This is an optimization exercise on Yosys and OpenROAD, whose aim is small area, a short achievable clock period and few clock cycles per item, not a production implementation. In this exercise RTL edits were held to simulation tests only and were not proved equivalent to the original.

## run A
Design Det, start of the top module:
module Det (clock, reset, go, readAddress, writeAddress,
            WE, readbus, writebus, overflow, finished);
    input clock;
    input reset;
    input go;
    input      [31:0] readbus;
    output     [31:0] writebus;
    output     [6:0]  readAddress;
    output     [6:0]  writeAddress;
    output     WE;
    output     overflow;
    output     finished;
    assign writeAddress = 7'd14;
    assign overflow     = 1'b0;
    reg  [3:0] cnt;
    reg        pA, pB, pC;           
    reg        done;                 
    wire       idle  = (cnt == 4'd0);
    wire       start = idle & go;
    wire       last  = (cnt == 4'd15);
    assign readAddress = {3'd0, cnt};
    assign WE          = done;
    assign finished    = done;
    always @(posedge clock) begin
        if (!reset) begin
            cnt  <= 4'd0;
            pA   <= 1'b0;
            pB   <= 1'b0;
            pC   <= 1'b0;
            done <= 1'b0;
        end else begin
            if (start || !idle) cnt <= cnt + 4'd1;
            pA   <= start | (pC & ~last);
            pB   <= pA;
            pC   <= pB;
            done <= last;
        end
    end
    reg [31:0] P;
    reg [23:0] OPm, OPn;             
  ...
Size in the first run: about 2500 cells after synthesis, roughly 180 flip-flops, ~84 I/O pins, roughly 0.024 sq mm of cells after synthesis.
export LEC_CHECK = 0
export CAP_MARGIN = 20
export CORE_MARGIN = 2
export CORE_UTILIZATION = 40
export SLEW_MARGIN = 20
export SYNTH_HIERARCHICAL = 1
create_clock -name core_clock -period 15.0 [get_ports {clock}]
standard.sh (not shown) runs the stock make flow with config.mk's settings and CLKGATE_MAP_FILE= SYNTH_SCRIPT=/design/flow/synth_recipe.tcl, a recipe that flattens the netlist after the stock synthesis.
==> flow/flow/run.sh <==
#!/bin/bash
# Standard ORFS layout, with repair_timing aiming for extra setup slack
# (the clock period and constraints are the design's own).
set -euo pipefail
export SETUP_SLACK_MARGIN=${FLOW_SETUP_MARGIN:-9}
bash standard.sh > standard.log 2>&1
Testbench counts of run A, summed over its fixed seeds: cycles 5,128, dets 320.
[inputs] run B vs run A
==> flow/flow/run.sh <==
#!/bin/bash
# Standard ORFS layout, with repair_timing aiming for extra setup slack
# (the clock period and constraints are the design's own), the smallest
# buffer on each port, and ABC sizing cells for a 1 fF output load.
set -euo pipefail
export SETUP_SLACK_MARGIN=${FLOW_SETUP_MARGIN:-9.5}
export BUFFER_PORTS_ARGS="-buffer_cell sky130_fd_sc_hd__buf_1"
bash standard.sh ABC_LOAD_IN_FF=1 finish > standard.log 2>&1
-- flow/config.mk --
<<< run A, line 8
export CAP_MARGIN = 20
export CORE_MARGIN = 2
export CORE_UTILIZATION = 40
export SLEW_MARGIN = 20
export SYNTH_HIERARCHICAL = 1
>>> run B, line 8
export CAP_MARGIN = 20
export CORE_MARGIN = 2
export CORE_UTILIZATION = 65
export SLEW_MARGIN = 20
export SYNTH_HIERARCHICAL = 1
Results
NOTE quantity of gates resized following cts run A->run B increased by more than 100%. Going from run A to run B, site row count shrinks by 20. Run B improves on run A in first-pass GRT wire length. Run B ran to completion and came out clean on the timing, DRC and antenna checks. Going from run A to run B, wire length after detailed routing fell by about 0.46%; sequential share of layout area decreased by 0.25 points relative to the old numbers.
Changes in run C relative to run B:
==> flow/flow/run.sh <==
#!/bin/bash
# Standard ORFS layout, with repair_timing aiming for extra setup slack
# (the clock period and constraints are the design's own) and the smallest
# buffer on each port.
set -euo pipefail
export SETUP_SLACK_MARGIN=${FLOW_SETUP_MARGIN:-9}
export BUFFER_PORTS_ARGS="-buffer_cell sky130_fd_sc_hd__buf_1"
bash standard.sh > standard.log 2>&1
Results
- Wire length per cell | run C below run B
- Capturing instance or port of the critical path: M[26] -> run B, M[10] -> run C
- More vias were needed by run B than by run C.
- Run C reached the end of the flow, and the finished layout is clean on the timing, DRC and antenna checks.
- On final standard cell area without fillers, run C does better than run B.
Relative to run C, the following input files were edited for run D:
==> flow/flow/run.sh <==
#!/bin/bash
# Standard ORFS layout, with repair_timing aiming for extra setup slack
# (the clock period and constraints are the design's own).
set -euo pipefail
export SETUP_SLACK_MARGIN=${FLOW_SETUP_MARGIN:-10}
bash standard.sh > standard.log 2>&1
-- flow/config.mk --
<<< run C, line 8
export CAP_MARGIN = 20
export CORE_MARGIN = 2
export CORE_UTILIZATION = 65
export SLEW_MARGIN = 20
export SYNTH_HIERARCHICAL = 1
>>> run D, line 8
export CAP_MARGIN = 20
export CORE_MARGIN = 2
export CORE_UTILIZATION = 40
export SLEW_MARGIN = 20
export SYNTH_HIERARCHICAL = 1
==> run summary <==
- Run D did not stop at any stage, and its layout met the timing, DRC and antenna checks.
- Compared with run C, in run D estimated wirelength of the detail-placed design higher, full die area grew by about 60%, count of clock-buffer cells in the layout fell 2, final net count went up by 69.
- Number of fill cells on run D is up relative to run C.
- Re first-pass GRT wire length: run D is about 7% up on run C.
Changes in run E relative to run D:
==> flow/flow/run.sh <==
#!/bin/bash
# Standard ORFS layout, with repair_timing aiming for extra setup slack
# (the clock period and constraints are the design's own), the smallest
# buffer on each port, and ABC sizing cells for a 1 fF output load.
set -euo pipefail
export SETUP_SLACK_MARGIN=${FLOW_SETUP_MARGIN:-9}
export BUFFER_PORTS_ARGS="-buffer_cell sky130_fd_sc_hd__buf_1"
bash standard.sh ABC_LOAD_IN_FF=1 finish > standard.log 2>&1
-- flow/config.mk --
<<< run D, line 8
export CAP_MARGIN = 20
export CORE_MARGIN = 2
export CORE_UTILIZATION = 40
export SLEW_MARGIN = 20
export SYNTH_HIERARCHICAL = 1
>>> run E, line 8
export CAP_MARGIN = 20
export CORE_MARGIN = 2
export CORE_UTILIZATION = 65
export SLEW_MARGIN = 20
export SYNTH_HIERARCHICAL = 1
[summary]
Run D → run E: data-path buffer share of cell area in the final layout fell 4.7 points; area fraction in compound gates after synthesis fell 1.4 points; die area fell 39%.
Wire length reported by the detailed router of run E falls short of that of run D by more than 10%.
Of the two values seen for slowest library cell on the worst path, sky130_fd_sc_hd__fa_1 was produced by run D and sky130_fd_sc_hd__dfxtp_2 by run E.
Input changes introduced in run F (baseline for comparison: run E):
==> flow/flow/run.sh <==
#!/bin/bash
# Standard ORFS layout, with repair_timing aiming for extra setup slack
# (the clock period and constraints are the design's own).
set -euo pipefail
export SETUP_SLACK_MARGIN=${FLOW_SETUP_MARGIN:-9}
bash standard.sh > standard.log 2>&1
==> flow/config.mk <==
export PLATFORM = sky130hd
export DESIGN_NAME = Det
export DESIGN_NICKNAME = Det
export VERILOG_FILES = /design/flow/design.v
export SDC_FILE = /design/flow/constraint.sdc
export NUM_CORES = 4
export LEC_CHECK = 0
export ABC_AREA = 1
export CAP_MARGIN = 20
export CORE_MARGIN = 2
export CORE_UTILIZATION = 40
export SLEW_MARGIN = 20
export SYNTH_HIERARCHICAL = 1
- Run F finished every stage and its layout cleared the timing, DRC and antenna checks.
- What run F reported for die area has to be multiplied by 0.61 to get the figure for run E.
- Of run F and run E, the run reporting the higher worst hold path depth was run F.
- For run F, the source of the critical timing path was M[17], unlike run E, where it was M[7].
- Fmax: run F lower than run E
- Global-route wire length before repair in run F vs run E: up 20%
- Min number of cell instances on the worst register-to-register path across run F and run E: run E
- On final worst slack, the lower figure sits with run F, not run E.
- Re final cell utilization of the core: run F and run E aren't equal, and the higher value belongs to run E.

==> afterwards: timing with drivers on the ports <==
The flow's constraints put no driver on any port. The routed layouts listed below were extracted and timed again, unchanged, in two steps. Step 1, drivers: a clkbuf_16 drives clock and a buf_2 each remaining input, both assumed. Step 2 adds t to the input delays and takes it off the output delays; t is the mean of the earliest and latest rising clock arrival at the registers after step 1. Input paths then give back, and output paths get back, about the clock's delay inside the block. Slacks: ideal / step 1 / step 2; pairs: ideal / step 1.
| run | shift t [ns] | setup WS [ns] | worst hold slack (ns) | slew at the worst register clock pin (ns) | worst data-port slew with drivers (ns) |
|---|---|---|---|---|---|
| run A | 0.544 | 9.144 / 9.144 / 8.722 | 0.424 / 0.424 / 0.424 | 0.09 / 0.09 | 0.04 |
| run B | 0.510 | 9.516 / 9.516 / 9.075 | 0.432 / 0.432 / 0.432 | 0.08 / 0.08 | 0.04 |
| run C | 0.524 | 9.180 / 9.180 / 8.867 | 0.425 / 0.425 / 0.425 | 0.08 / 0.08 | 0.05 |
| run D | 0.544 | 9.499 / 9.499 / 9.449 | 0.455 / 0.455 / 0.455 | 0.08 / 0.08 | 0.03 |
| run E | 0.516 | 9.089 / 9.089 / 8.615 | 0.440 / 0.440 / 0.440 | 0.09 / 0.09 | 0.05 |
| run F | 0.552 | 9.025 / 9.025 / 8.556 | 0.434 / 0.434 / 0.434 | 0.09 / 0.09 | 0.05 |
After both steps every run listed still meets setup and hold. For run E, which loses most, drivers alone change the setup slack by 0.000 ns; drivers and shift together by -0.474 ns.
